Context: an optimization exercise on an open-source flow, tuned for small area. The choices shown serve that exercise and are no tape-out recipe. At most, simulation tests tie the RTL to the original design; equivalence was not proved.

==> flow/design.v (excerpt) <==
module lsort_detect (
    input               clk,
    input               rst_n,
    input               in_valid,
    input        [ 1:0] in_channel,
    input        [11:0] in_data,
    output logic        out_valid,
    output logic [ 1:0] out_channel,
    output logic [10:0] out_data,
    output logic        out_spike,
    output logic [38:0] out_time
);
==> flow/config.mk <==
export PLATFORM = sky130hd
export DESIGN_NAME = lsort_detect
export DESIGN_NICKNAME = lsort_detect
export VERILOG_FILES = /design/flow/design.v
export SDC_FILE = /design/flow/constraint.sdc
export NUM_CORES = 4
export LEC_CHECK = 0
export CAP_MARGIN = 20
export CORE_MARGIN = 2
export CORE_UTILIZATION = 40
export CTS_CLUSTER_DIAMETER = 110
export CTS_CLUSTER_SIZE = 36
export SLEW_MARGIN = 20
==> flow/constraint.sdc <==
create_clock -name core_clock -period 14.0 [get_ports {clk}]
set_input_delay 2.8000 -clock core_clock [delete_from_list [all_inputs] [get_ports {clk}]]
set_output_delay 2.8000 -clock core_clock [all_outputs]
set_load 0.01 [all_outputs]
run.sh (not shown) runs the stock make flow with config.mk's settings and CLKGATE_MAP_FILE= SYNTH_SCRIPT=/design/flow/synth_recipe.tcl, a recipe that flattens the netlist after the stock synthesis.
Change:
==> flow/flow/run.sh (new file) <==
#!/bin/bash
# Layout flow: the standard layout (standard.sh), with the port buffers
# made of the smallest buffer cell. Each tool's output goes to its own log
# under orfs/logs; this script's own output goes to flow_standard.log.
set -euo pipefail
export BUFFER_PORTS_ARGS="-buffer_cell sky130_fd_sc_hd__buf_1"
bash standard.sh finish > flow_standard.log 2>&1
==> flow/standard.sh (new file) <==
#!/bin/bash
# synth_recipe.tcl (not shown) runs the flow's synth.tcl, then flattens the netlist and writes it again
# the make line also repeats each setting of config.mk as NAME=value (left out here)
make -C /OpenROAD-flow-scripts/flow DESIGN_CONFIG=/design/flow/config.mk WORK_HOME=/design/flow/orfs CLKGATE_MAP_FILE= SYNTH_SCRIPT=/design/flow/synth_recipe.tcl "${@:-finish}"
--- a/flow/config.mk
+++ b/flow/config.mk
@@ -9,5 +9,5 @@
 export CORE_MARGIN = 2
 export CORE_UTILIZATION = 40
-export CTS_CLUSTER_DIAMETER = 110
-export CTS_CLUSTER_SIZE = 36
+export CTS_CLUSTER_DIAMETER = 100
+export CTS_CLUSTER_SIZE = 30
 export SLEW_MARGIN = 20
removed: flow/run.sh
Outcome:
- synthesized cell count is unchanged
- die area stays the same
- via count went up by 0.60%
- setup slack gains 0.034 ns
Change:
==> flow/run.sh (new file) <==
#!/bin/bash
# synth_recipe.tcl (not shown) runs the flow's synth.tcl, then flattens the netlist and writes it again
# the make line also repeats each setting of config.mk as NAME=value (left out here)
make -C /OpenROAD-flow-scripts/flow DESIGN_CONFIG=/design/flow/config.mk WORK_HOME=/design/flow/orfs CLKGATE_MAP_FILE= SYNTH_SCRIPT=/design/flow/synth_recipe.tcl finish
removed: flow/flow/run.sh
removed: flow/standard.sh
Outcome: The new run completed with no timing, DRC or antenna violations. Utilization rises by 0.49 points. Setup slack got worse by 0.097 ns. Critical path depth goes up by 1. Global-route usage barely changes. Clock skew hardly moves. Worst hold slack is about the same. Sequential cell count stays the same. Wire length goes up slightly. Final area rose slightly.

Setup of v23:
Starting RTL as in the previous note.
==> flow/config.mk <==
export PLATFORM = sky130hd
export DESIGN_NAME = lsort_detect
export DESIGN_NICKNAME = lsort_detect
export VERILOG_FILES = /design/flow/design.v
export SDC_FILE = /design/flow/constraint.sdc
export NUM_CORES = 4
export LEC_CHECK = 0
export CAP_MARGIN = 20
export CORE_MARGIN = 2
export CORE_UTILIZATION = 55
export CTS_CLUSTER_DIAMETER = 100
export CTS_CLUSTER_SIZE = 30
export SLEW_MARGIN = 20
==> flow/constraint.sdc <==
create_clock -name core_clock -period 14.0 [get_ports {clk}]
set_input_delay 2.8000 -clock core_clock [delete_from_list [all_inputs] [get_ports {clk}]]
set_output_delay 2.8000 -clock core_clock [all_outputs]
set_load 0.01 [all_outputs]
standard.sh (not shown) runs the stock make flow with config.mk's settings and CLKGATE_MAP_FILE= SYNTH_SCRIPT=/design/flow/synth_recipe.tcl, a recipe that flattens the netlist after the stock synthesis.
==> flow/flow/run.sh <==
#!/bin/bash
# Layout flow: the standard layout (standard.sh) with two changes:
#  - after the standard synthesis, fa_polarity.py picks the polarity of each
#    full adder so that fewer inverters sit between adders (the registers and
#    all other cells stay as synthesis made them);
#  - the port buffers are the smallest buffer cell.
# Each step's output goes to a log of its own here; the tools' own logs are
# under orfs/logs.
set -euo pipefail
export BUFFER_PORTS_ARGS="-buffer_cell sky130_fd_sc_hd__buf_1"
R=orfs/results/${FLOW_PLATFORM}/lsort_detect/base
bash standard.sh synth > flow_synth.log 2>&1
cp $R/1_2_yosys.v flow_yosys_standard.v
python3 flow/fa_polarity.py flow_yosys_standard.v $R/1_2_yosys.new.v > flow_fa_polarity.log 2>&1
# the edited netlist is newer than 1_synth.odb, so make rebuilds it from there
mv $R/1_2_yosys.new.v $R/1_2_yosys.v
bash standard.sh finish > flow_finish.log 2>&1
Other scripts of this flow, unchanged in this note and not shown: flow/flow/fa_polarity.py
Having completed the whole flow, v23 delivered a layout that passed the timing, design-rule and antenna checks.
The inputs of v5 differ from those of v23 as listed below.
- GPL_TIMING_DRIVEN now 0, previously not set
- CORE_UTILIZATION now 40, was 55
### Flow results
- No stage failed in v5, and the final checks on the layout all came back clean.
- Per the comparison of v5 with v23, number of global-route vias before repair rose by 946; die area now larger; critical path depth went down.
- v5 vs v23 — setup slack rose 0.071 ns.
- Total wire length after detailed routing was lower in the run labelled v23.
- In v5, the first-pass GRT wire length came out about 5.6% above the value in v23.
- Summary of v5 over v23: last weighted congestion value of the routability-driven placer moved up, maximum level of the CTS H-tree level, worst hold slack moved down.
## Diff of input files: v28 against v5
- GPL_TIMING_DRIVEN: 0 -> unset
## What came out
Sort v5 and v28 by global-route usage asc -> top: v28
Number of ports placed on the die boundary: v5 vs v28 identical
Count of maximum capacitance violations came out exactly the same in v5 and v28.
In the metrics for v5 and v28, the one carrying the lower setup slack is v5.
A uppermost layer routed of met5 is what v28 shows, while met4 belongs to v5.
Diff v5 -> v28: core utilization shows a reduction of 1.2 points; via count went down.
v5 and v28 all finish clean.

## run 1
Another version of the RTL of lsort_detect (not shown whole).
Size in the first run: ~1700 cells after synthesis.
==> flow/config.mk <==
export PLATFORM = sky130hd
export DESIGN_NAME = lsort_detect
export DESIGN_NICKNAME = lsort_detect
export VERILOG_FILES = /design/flow/design.v
export SDC_FILE = /design/flow/constraint.sdc
export NUM_CORES = 4
export LEC_CHECK = 0
export CAP_MARGIN = 20
export CORE_MARGIN = 2
export CORE_UTILIZATION = 35
export CTS_CLUSTER_DIAMETER = 100
export CTS_CLUSTER_SIZE = 30
export SLEW_MARGIN = 20
==> flow/constraint.sdc <==
create_clock -name core_clock -period 14.0 [get_ports {clk}]
set_input_delay 2.8000 -clock core_clock [delete_from_list [all_inputs] [get_ports {clk}]]
set_output_delay 2.8000 -clock core_clock [all_outputs]
set_load 0.01 [all_outputs]
Scripts as last shown in full above: flow/flow/run.sh
Other scripts of this flow, unchanged in this note and not shown: flow/flow/fa_polarity.py
The inputs of run 4 differ from those of run 1 as listed below.
-- flow/config.mk --
<<< run 1, line 8
export CAP_MARGIN = 20
export CORE_MARGIN = 2
export CORE_UTILIZATION = 35
export CTS_CLUSTER_DIAMETER = 100
export CTS_CLUSTER_SIZE = 30
export SLEW_MARGIN = 20
>>> run 4, line 8
export CAP_MARGIN = 20
export CORE_MARGIN = 2
export CORE_UTILIZATION = 60
export CTS_CLUSTER_DIAMETER = 80
export CTS_CLUSTER_SIZE = 36
export SLEW_MARGIN = 20
Findings:
- On via count, run 4 tracks run 1 almost exactly.
- For die outline area, dividing the value from run 4 by the value from run 1 gives 0.59.
- In run 4 relative to run 1, wire length had gone down slightly.
- Delta (run 4 minus run 1): worst setup slack now larger.
- Run 1 was larger in final cell area than run 4.

Setup of middle:
lsort_detect, a different RTL version from the one above (not shown whole).
For scale: about 2,300 cells after synthesis, roughly 830 flip-flops, ~70 I/O pins.
clock: 14.0 ns
lec_check: 0
cap_margin: 20
core_margin: 2
core_utilization: 50
cts_buf_list: sky130_fd_sc_hd__clkbuf_8
cts_cluster_size: 20
gpl_timing_driven: 0
slew_margin: 20
run.sh (not shown) runs the stock make flow with config.mk's settings and CLKGATE_MAP_FILE= SYNTH_SCRIPT=/design/flow/synth_recipe.tcl, a recipe that flattens the netlist after the stock synthesis.
Stock flow here: none of the scripts above is used.
middle ended with every stage complete and zero timing, DRC or antenna violations.
## Diff of input files: east against middle
Settings: clearing CTS_BUF_LIST, which used to be sky130_fd_sc_hd__clkbuf_8; clearing GPL_TIMING_DRIVEN, which used to be 0; swapping 50 for 40 in CORE_UTILIZATION; clearing CTS_CLUSTER_SIZE, which used to be 20.
### Flow results
Per the comparison of east with middle, time the final worst path needs with I/O delays and setup fell 400 ps; number of clock-tree buffers in the layout now sits lower; cell area went down by 1.4%; global-route usage went down 5.1 points.
No run of this note included a check of the RTL's function; only the layout flow was run.

Starting RTL as in the previous note.
Settings: LEC_CHECK=0, CAP_MARGIN=20, CORE_MARGIN=2, CORE_UTILIZATION=40, CTS_CLUSTER_DIAMETER=70, CTS_CLUSTER_SIZE=24, SLEW_MARGIN=20; clock period 14.0 ns.
Then changed:
--- a/flow/config.mk
+++ b/flow/config.mk
@@ -11,2 +11,2 @@
-export CTS_CLUSTER_DIAMETER = 70
-export CTS_CLUSTER_SIZE = 24
+export CTS_CLUSTER_DIAMETER = 100
+export CTS_CLUSTER_SIZE = 30
The changed run produced a clean layout.
Cell area falls by 1.3%.
Die area is unchanged.
Final cell count falls by 0.60%.
Function was not checked in any run of this note: the RTL went through the layout flow alone.

== alpha ==
lsort_detect with an RTL version that a note above also has.
Size: roughly 1700 cells after synthesis, about 71 I/O pins, ~24000 µm² of cells after synthesis.
export LEC_CHECK = 0
export CAP_MARGIN = 20
export CORE_MARGIN = 2
export CORE_UTILIZATION = 45
export CTS_CLUSTER_DIAMETER = 100
export CTS_CLUSTER_SIZE = 30
export SLEW_MARGIN = 20
create_clock -name core_clock -period 14.0 [get_ports {clk}]
standard.sh (not shown) runs the stock make flow with config.mk's settings and CLKGATE_MAP_FILE= SYNTH_SCRIPT=/design/flow/synth_recipe.tcl, a recipe that flattens the netlist after the stock synthesis.
Scripts as last shown in full above: flow/flow/run.sh
Other scripts of this flow, unchanged in this note and not shown: flow/flow/fa_polarity.py
The flow did not stop early for alpha: all stages ran, and the layout cleared the timing, design-rule and antenna checks.
Setup changes, alpha to beta
- CAP_MARGIN changed from 20 to 5
- CORE_UTILIZATION changed from 45 to 40
- SLEW_MARGIN changed from 20 to 5
--- outcome ---
The higher wire length came out of alpha. Summary of beta over alpha: weighted congestion reported at the end of routability-driven placement decreased by 0.90% relative to the old numbers, worst setup slack rose by 0.062 ns. Diff alpha -> beta: sequential portion of the cell area moved down, count of plain and timing-repair buffers fell by 2.
--- input diff beta..gamma ---
- swapping 5 for 20 in CAP_MARGIN
- swapping 5 for 20 in SLEW_MARGIN
--- outcome ---
Core utilization essentially unchanged between gamma and beta.
[compare] base=beta new=gamma: cell area has remained practically unchanged; hold slack flat; proportion of layout cells with a drive suffix above 1 +0.16 points; fraction of area in multi-input gates held; met1 routing resource usage after global routing ~0 delta.
Total via count after detailed routing deteriorates in gamma relative to beta.
gamma completed; timing, DRC and antenna clean
beta: no failed stages, no open violations at the end
gamma vs beta: worst setup slack up in gamma
Total die area: gamma vs beta identical
Against beta as the reference, gamma delivers a lower slew at the pin closest to its max-slew limit.

## re-timing with driven ports
No port has a modelled driver above. Below, the same layouts with a new extraction and two added sets of constraints. Step 1 assumes that a clkbuf_16 drives the clock port and a buf_2 every other input. Step 2 moves the port delays by t, midway between the first and last clock arrival at a register: inputs arrive t later, outputs are due t later. That takes back most of the time a late clock gives input paths. Three values: ideal, step 1, step 2; two values: the first two.
| run | t, ns | setup WS [ns] | worst hold slack (ns) | worst slew at a driven data input, ns |
|---|---|---|---|---|
| the first run of note 1 | 0.691 | 0.539 / 0.539 / 0.539 | 0.305 / 0.305 / 0.305 | 0.04 |
| the second run of note 1 | 0.642 | 0.573 / 0.573 / 0.573 | 0.308 / 0.308 / 0.308 | 0.04 |
| the third run of note 1 | 0.638 | 0.477 / 0.477 / 0.477 | 0.307 / 0.307 / 0.307 | 0.04 |
| v23 | 0.637 | 0.380 / 0.380 / 0.380 | 0.321 / 0.321 / 0.321 | 0.04 |
| v5 | 0.637 | 0.451 / 0.451 / 0.451 | 0.311 / 0.311 / 0.311 | 0.03 |
| v28 | 0.633 | 0.520 / 0.520 / 0.520 | 0.298 / 0.298 / 0.298 | 0.04 |
| run 1 | 0.663 | 2.442 / 2.442 / 2.442 | 0.316 / 0.316 / 0.316 | 0.04 |
| run 4 | 0.660 | 2.554 / 2.554 / 2.554 | 0.296 / 0.296 / 0.296 | 0.04 |
| middle | 0.837 | 0.202 / 0.202 / 0.202 | 0.306 / 0.306 / 0.306 | 0.03 |
| east | 0.681 | 0.601 / 0.601 / 0.601 | 0.272 / 0.272 / 0.272 | 0.04 |
| the first run of note 5 | 0.653 | 0.580 / 0.580 / 0.580 | 0.284 / 0.284 / 0.284 | 0.04 |
| the second run of note 5 | 0.639 | 0.585 / 0.585 / 0.585 | 0.309 / 0.309 / 0.309 | 0.04 |
| alpha | 0.657 | 2.533 / 2.533 / 2.533 | 0.329 / 0.329 / 0.329 | 0.04 |
| beta | 0.653 | 2.595 / 2.595 / 2.595 | 0.312 / 0.312 / 0.312 | 0.03 |
| gamma | 0.653 | 2.606 / 2.606 / 2.606 | 0.312 / 0.312 / 0.312 | 0.03 |
After both steps setup and hold are still met in every run listed.
